What follows belongs to an exercise in optimizing a design on an open flow for small area and a short achievable clock period; a production flow would make more cautious choices.
RTL that was checked went through simulation tests only; none was proved equivalent to the original.
Power and IR drop assume default switching activity.

## hft_fpga_low_latency
module hft_fpga_low_latency(
    input wire core_clk,
    input wire reset,
    input wire cfg_we,
    input wire [1:0] cfg_addr,
    input wire [31:0] cfg_wdata,
    input wire [63:0] raw_market_data,
    input wire raw_valid,
    output wire [127:0] mg_tx_data,
    output wire mg_tx_valid
    );
    reg [31:0] threshold_n;      
    reg [31:0] risk_min_n;       
    reg [31:0] risk_max_n;       
    always @(posedge core_clk) begin
        if (reset) begin
            threshold_n <= ~32'd1000;
            risk_min_n <= ~32'd1000;
            risk_max_n <= ~32'd5000;
        end else if (cfg_we) begin
            case (cfg_addr)
                2'd0: threshold_n <= ~cfg_wdata;
                2'd1: risk_min_n <= ~cfg_wdata;
                2'd2: risk_max_n <= ~cfg_wdata;
                default: ;
            endcase
        end
    end
    wire [31:0] price = raw_market_data[31:0];
    wire below_threshold;    
    wire below_min;          
    wire above_max;          
  ...
Size: about 190 flip-flops, ~230 I/O pins.
==> module hft_fpga_low_latency, before the edit <==
module hft_fpga_low_latency(
    input wire core_clk,
    input wire reset,
    input wire cfg_we,
    input wire [1:0] cfg_addr,
    input wire [31:0] cfg_wdata,
    input wire [63:0] raw_market_data,
    input wire raw_valid,
    output wire [127:0] mg_tx_data,
    output wire mg_tx_valid
    );
    reg [31:0] threshold_n;      
    reg [31:0] risk_min_n;       
    reg [31:0] risk_max_n;       
    always @(posedge core_clk) begin
        if (reset) begin
            threshold_n <= ~32'd1000;
            risk_min_n <= ~32'd1000;
            risk_max_n <= ~32'd5000;
        end else if (cfg_we) begin
            case (cfg_addr)
                2'd0: threshold_n <= ~cfg_wdata;
                2'd1: risk_min_n <= ~cfg_wdata;
                2'd2: risk_max_n <= ~cfg_wdata;
                default: ;
            endcase
        end
    end
    wire [31:0] price = raw_market_data[31:0];
    wire below_threshold;    
    wire below_min;          
    wire above_max;          
    cla_carry #(.W(32), .L(5)) u_cmp_thr (
        .g(~(threshold_n | price)), .p(~(threshold_n & price)), .c(below_threshold));
    cla_carry #(.W(32), .L(5)) u_cmp_min (
        .g(~(risk_min_n | price)), .p(~(risk_min_n & price)), .c(below_min));
    cla_carry #(.W(32), .L(5)) u_cmp_max (
        .g(price & risk_max_n), .p(price | risk_max_n), .c(above_max));
    wire approve = raw_valid && (raw_market_data[63:56] == 8'h01) &&
                   below_threshold && !below_min && !above_max;
    reg [55:0] order_data;
    always @(posedge core_clk) begin
        order_data <= raw_market_data[55:0];
    end
    reg [31:0] order_seq;
    reg order_valid;
    wire [31:0] seq_ones_below;
    assign seq_ones_below[0] = 1'b1;
    genvar gi;
    generate
        for (gi = 1; gi < 32; gi = gi + 1) begin : g_ones
            assign seq_ones_below[gi] = &order_seq[gi-1:0];
        end
    endgenerate
    always @(posedge core_clk) begin
        if (reset)
            order_seq <= 32'd0;
        else
            order_seq <= order_seq ^ ({32{order_valid}} & seq_ones_below);
    end
    always @(posedge core_clk or posedge reset) begin
        if (reset)
            order_valid <= 1'b0;
        else
            order_valid <= approve;
    end
    assign mg_tx_data = {order_seq, 8'h01, order_data, 32'h0000_0000};
    assign mg_tx_valid = order_valid;
endmodule
clock: 4.0 ns
lec_check: 0
abc_area: 1
cap_margin: 20
core_margin: 2
core_utilization: 40
cts_buf_list: sky130_fd_sc_hd__clkbuf_4 sky130_fd_sc_hd__clkbuf_8
setup_slack_margin: 2.2
slew_margin: 20
standard.sh (not shown) runs the stock make flow with config.mk's settings and CLKGATE_MAP_FILE= SYNTH_SCRIPT=/design/flow/synth_recipe.tcl, a recipe that flattens the netlist after the stock synthesis.
==> flow/flow/run.sh <==
#!/bin/bash
set -euo pipefail
cts_bufs=$(sed -n 's/^export CTS_BUF_LIST *= *//p' config.mk)
bash standard.sh synth > synth.log 2>&1
bash standard.sh finish \
  BUFFER_PORTS_ARGS="-buffer_cell sky130_fd_sc_hd__buf_1" \
  SKIP_REPAIR_TIE_FANOUT=1 \
  CTS_ARGS="-sink_clustering_enable -repair_clock_nets -dont_use_dummy_load -buf_list {$cts_bufs}" \
  > layout.log 2>&1
Edit:
--- a/flow/design.v
+++ b/flow/design.v
@@ -70,8 +70,9 @@
         order_data <= raw_market_data[55:0];
     end
     reg [31:0] order_seq;
     reg order_valid;
+    reg order_count;
     wire [31:0] seq_ones_below;
     assign seq_ones_below[0] = 1'b1;
     genvar gi;
     generate
@@ -79,12 +80,15 @@
             assign seq_ones_below[gi] = &order_seq[gi-1:0];
         end
     endgenerate
     always @(posedge core_clk) begin
-        if (reset)
+        if (reset) begin
             order_seq <= 32'd0;
-        else
-            order_seq <= order_seq ^ ({32{order_valid}} & seq_ones_below);
+            order_count <= 1'b0;
+        end else begin
+            order_seq <= order_seq ^ ({32{order_count}} & seq_ones_below);
+            order_count <= approve;
+        end
     end
     always @(posedge core_clk or posedge reset) begin
         if (reset)
             order_valid <= 1'b0;
The new run completed with no timing, DRC or antenna violations.
Routed wire length falls by 2.0%.
Synthesized area stays flat.
Clock-buffer cell count is unchanged.
Setup slack is better by 56 ps.
Register-to-register slack is about the same.
Total power is higher by 0.37%.
Global-route usage hardly moves.
Design area rose by about 0.7%.
Die area is about the same.
Testbench counts after the change, summed over its fixed seeds: latency cycles 3,243, orders 3,243.
The RTL of the first run of this note was laid out without a check of its function.

---

Setup of the reference run:
RTL: one of the versions met above, not the one the previous note started from.
For scale: roughly 190 flip-flops, about 230 I/O pins, ~7700 um^2 of cells after synthesis.
==> module hft_fpga_low_latency, before the edit <==
module hft_fpga_low_latency(
    input wire core_clk,
    input wire reset,
    input wire cfg_we,
    input wire [1:0] cfg_addr,
    input wire [31:0] cfg_wdata,
    input wire [63:0] raw_market_data,
    input wire raw_valid,
    output wire [127:0] mg_tx_data,
    output wire mg_tx_valid
    );
    reg [31:0] threshold_n;      
    reg [31:0] risk_min_n;       
    reg [31:0] risk_max_n;       
    always @(posedge core_clk) begin
        if (reset) begin
            threshold_n <= ~32'd1000;
            risk_min_n <= ~32'd1000;
            risk_max_n <= ~32'd5000;
        end else if (cfg_we) begin
            case (cfg_addr)
                2'd0: threshold_n <= ~cfg_wdata;
                2'd1: risk_min_n <= ~cfg_wdata;
                2'd2: risk_max_n <= ~cfg_wdata;
                default: ;
            endcase
        end
    end
    wire [31:0] price = raw_market_data[31:0];
    wire below_threshold;    
    wire below_min;          
    wire above_max;          
    cla_carry #(.W(32), .L(5)) u_cmp_thr (
        .g(~(threshold_n | price)), .p(~(threshold_n & price)), .c(below_threshold));
    cla_carry #(.W(32), .L(5)) u_cmp_min (
        .g(~(risk_min_n | price)), .p(~(risk_min_n & price)), .c(below_min));
    cla_carry #(.W(32), .L(5)) u_cmp_max (
        .g(price & risk_max_n), .p(price | risk_max_n), .c(above_max));
    wire approve = raw_valid && (raw_market_data[63:56] == 8'h01) &&
                   below_threshold && !below_min && !above_max;
    reg [55:0] order_data;
    always @(posedge core_clk) begin
        order_data <= raw_market_data[55:0];
    end
    reg [31:0] order_seq;
    reg order_valid;
    reg order_count;
    wire [31:0] seq_ones_below;
    assign seq_ones_below[0] = 1'b1;
    genvar gi;
    generate
        for (gi = 1; gi < 32; gi = gi + 1) begin : g_ones
            assign seq_ones_below[gi] = &order_seq[gi-1:0];
        end
    endgenerate
    always @(posedge core_clk) begin
        if (reset) begin
            order_seq <= 32'd0;
            order_count <= 1'b0;
        end else begin
            order_seq <= order_seq ^ ({32{order_count}} & seq_ones_below);
            order_count <= approve;
        end
    end
    always @(posedge core_clk or posedge reset) begin
        if (reset)
            order_valid <= 1'b0;
        else
            order_valid <= approve;
    end
    assign mg_tx_data = {order_seq, 8'h01, order_data, 32'h0000_0000};
    assign mg_tx_valid = order_valid;
endmodule
clock: 4.0 ns
lec_check: 0
abc_area: 1
cap_margin: 20
core_margin: 2
core_utilization: 40
cts_buf_list: sky130_fd_sc_hd__clkbuf_4 sky130_fd_sc_hd__clkbuf_8
setup_slack_margin: 2.18
slew_margin: 20
Scripts as last shown in full above: flow/flow/run.sh
Testbench counts of the reference run, summed over its fixed seeds: latency cycles 3,243, orders 3,243.
Setup changes, the reference run to the trial run
==> flow/design.v, changed modules only <==
module hft_fpga_low_latency(
    input wire core_clk,
    input wire reset,
    input wire cfg_we,
    input wire [1:0] cfg_addr,
    input wire [31:0] cfg_wdata,
    input wire [63:0] raw_market_data,
    input wire raw_valid,
    output wire [127:0] mg_tx_data,
    output wire mg_tx_valid
    );
    reg [31:0] threshold_n;      
    reg [31:0] risk_min_n;       
    reg [31:0] risk_max_n;       
    always @(posedge core_clk) begin
        if (reset) begin
            threshold_n <= ~32'd1000;
            risk_min_n <= ~32'd1000;
            risk_max_n <= ~32'd5000;
        end else if (cfg_we) begin
            case (cfg_addr)
                2'd0: threshold_n <= ~cfg_wdata;
                2'd1: risk_min_n <= ~cfg_wdata;
                2'd2: risk_max_n <= ~cfg_wdata;
                default: ;
            endcase
        end
    end
    wire [31:0] price = raw_market_data[31:0];
    wire below_threshold;    
    wire below_min;          
    wire above_max;          
    cla_carry #(.W(32), .L(5)) u_cmp_thr (
        .g(~(threshold_n | price)), .p(~(threshold_n & price)), .c(below_threshold));
    cla_carry #(.W(32), .L(5)) u_cmp_min (
        .g(~(risk_min_n | price)), .p(~(risk_min_n & price)), .c(below_min));
    cla_carry #(.W(32), .L(5)) u_cmp_max (
        .g(price & risk_max_n), .p(price | risk_max_n), .c(above_max));
    wire approve = raw_valid && (raw_market_data[63:56] == 8'h01) &&
                   below_threshold && !below_min && !above_max;
    reg [55:0] order_data;
    always @(posedge core_clk) begin
        order_data <= raw_market_data[55:0];
    end
    reg [31:0] order_seq;
    reg order_valid;
    reg order_count;
    wire [7:0] seq_group_ones;   
    wire [7:0] seq_group_carry;  
    wire [31:0] seq_toggle;
    genvar gk;
    generate
        for (gk = 0; gk < 8; gk = gk + 1) begin : g_seq
            wire [3:0] s = order_seq[4*gk+3:4*gk];
            assign seq_group_ones[gk] = &s;
            if (gk == 0) begin : g_first
                assign seq_group_carry[gk] = order_count;
            end else begin : g_next
                assign seq_group_carry[gk] = order_count & (&seq_group_ones[gk-1:0]);
            end
            assign seq_toggle[4*gk]   = seq_group_carry[gk];
            assign seq_toggle[4*gk+1] = seq_group_carry[gk] & s[0];
            assign seq_toggle[4*gk+2] = seq_group_carry[gk] & s[0] & s[1];
            assign seq_toggle[4*gk+3] = seq_group_carry[gk] & s[0] & s[1] & s[2];
        end
    endgenerate
    always @(posedge core_clk) begin
        if (reset) begin
            order_seq <= 32'd0;
            order_count <= 1'b0;
        end else begin
            order_seq <= order_seq ^ seq_toggle;
            order_count <= approve;
        end
    end
    always @(posedge core_clk or posedge reset) begin
        if (reset)
            order_valid <= 1'b0;
        else
            order_valid <= approve;
    end
    assign mg_tx_data = {order_seq, 8'h01, order_data, 32'h0000_0000};
    assign mg_tx_valid = order_valid;
endmodule
### Flow results
Final weighted congestion in routability-driven placement delta (the reference run -> the trial run): insignificant. Taking the reference run as the reference, in the trial run area of all placed cells without fillers now sits higher, worst slack at placement shows an increase of 46 ps, area growth from synthesis to final layout went up 3.9 points, final wirelength held. Launch point of the worst path = order_seq[17]: the reference run; launch point of the worst path = order_seq[2]: the trial run. Summary of the trial run over the reference run: die footprint lost about 2%; via count lost 383.
Function not checked in the trial run: the RTL went through the layout flow alone.

[port drivers added, routing unchanged]
In the flow no input, the clock included, has a driving cell. The finished layouts below were timed again as built, in two steps.
Step 1 sets driving cells, clkbuf_16 on the clock port and buf_2 on the other inputs (assumed; they add their load-dependent delay and slew).
Step 2 times the ports against the registers' clock, not the clock port: input delays grow and output delays shrink by t, the midpoint of the rising clock arrivals with the driver on.
a / b / c = no drivers / after step 1 / after step 2; a / b = the first two.
run | t, ns | setup WS [ns] | worst hold slack (ns) | latest minus earliest clock arrival (ns) | pins driven straight from the clock port
the first run of note 1 | 0.483 | 2.187 / 2.150 / 1.845 | 0.416 / 0.403 / 0.468 | 0.037 / 0.037 | 1
the second run of note 1 | 0.479 | 2.243 / 2.207 / 1.866 | 0.424 / 0.411 / 0.471 | 0.032 / 0.033 | 1
the reference run | 0.480 | 2.240 / 2.204 / 1.842 | 0.423 / 0.410 / 0.470 | 0.033 / 0.033 | 1
the trial run | 0.490 | 2.045 / 2.008 / 1.857 | 0.405 / 0.392 / 0.475 | 0.041 / 0.040 | 1
After both steps setup and hold are still met in every run listed. For the reference run, which loses most, drivers alone change the setup slack by -0.036 ns; drivers and shift together by -0.398 ns.
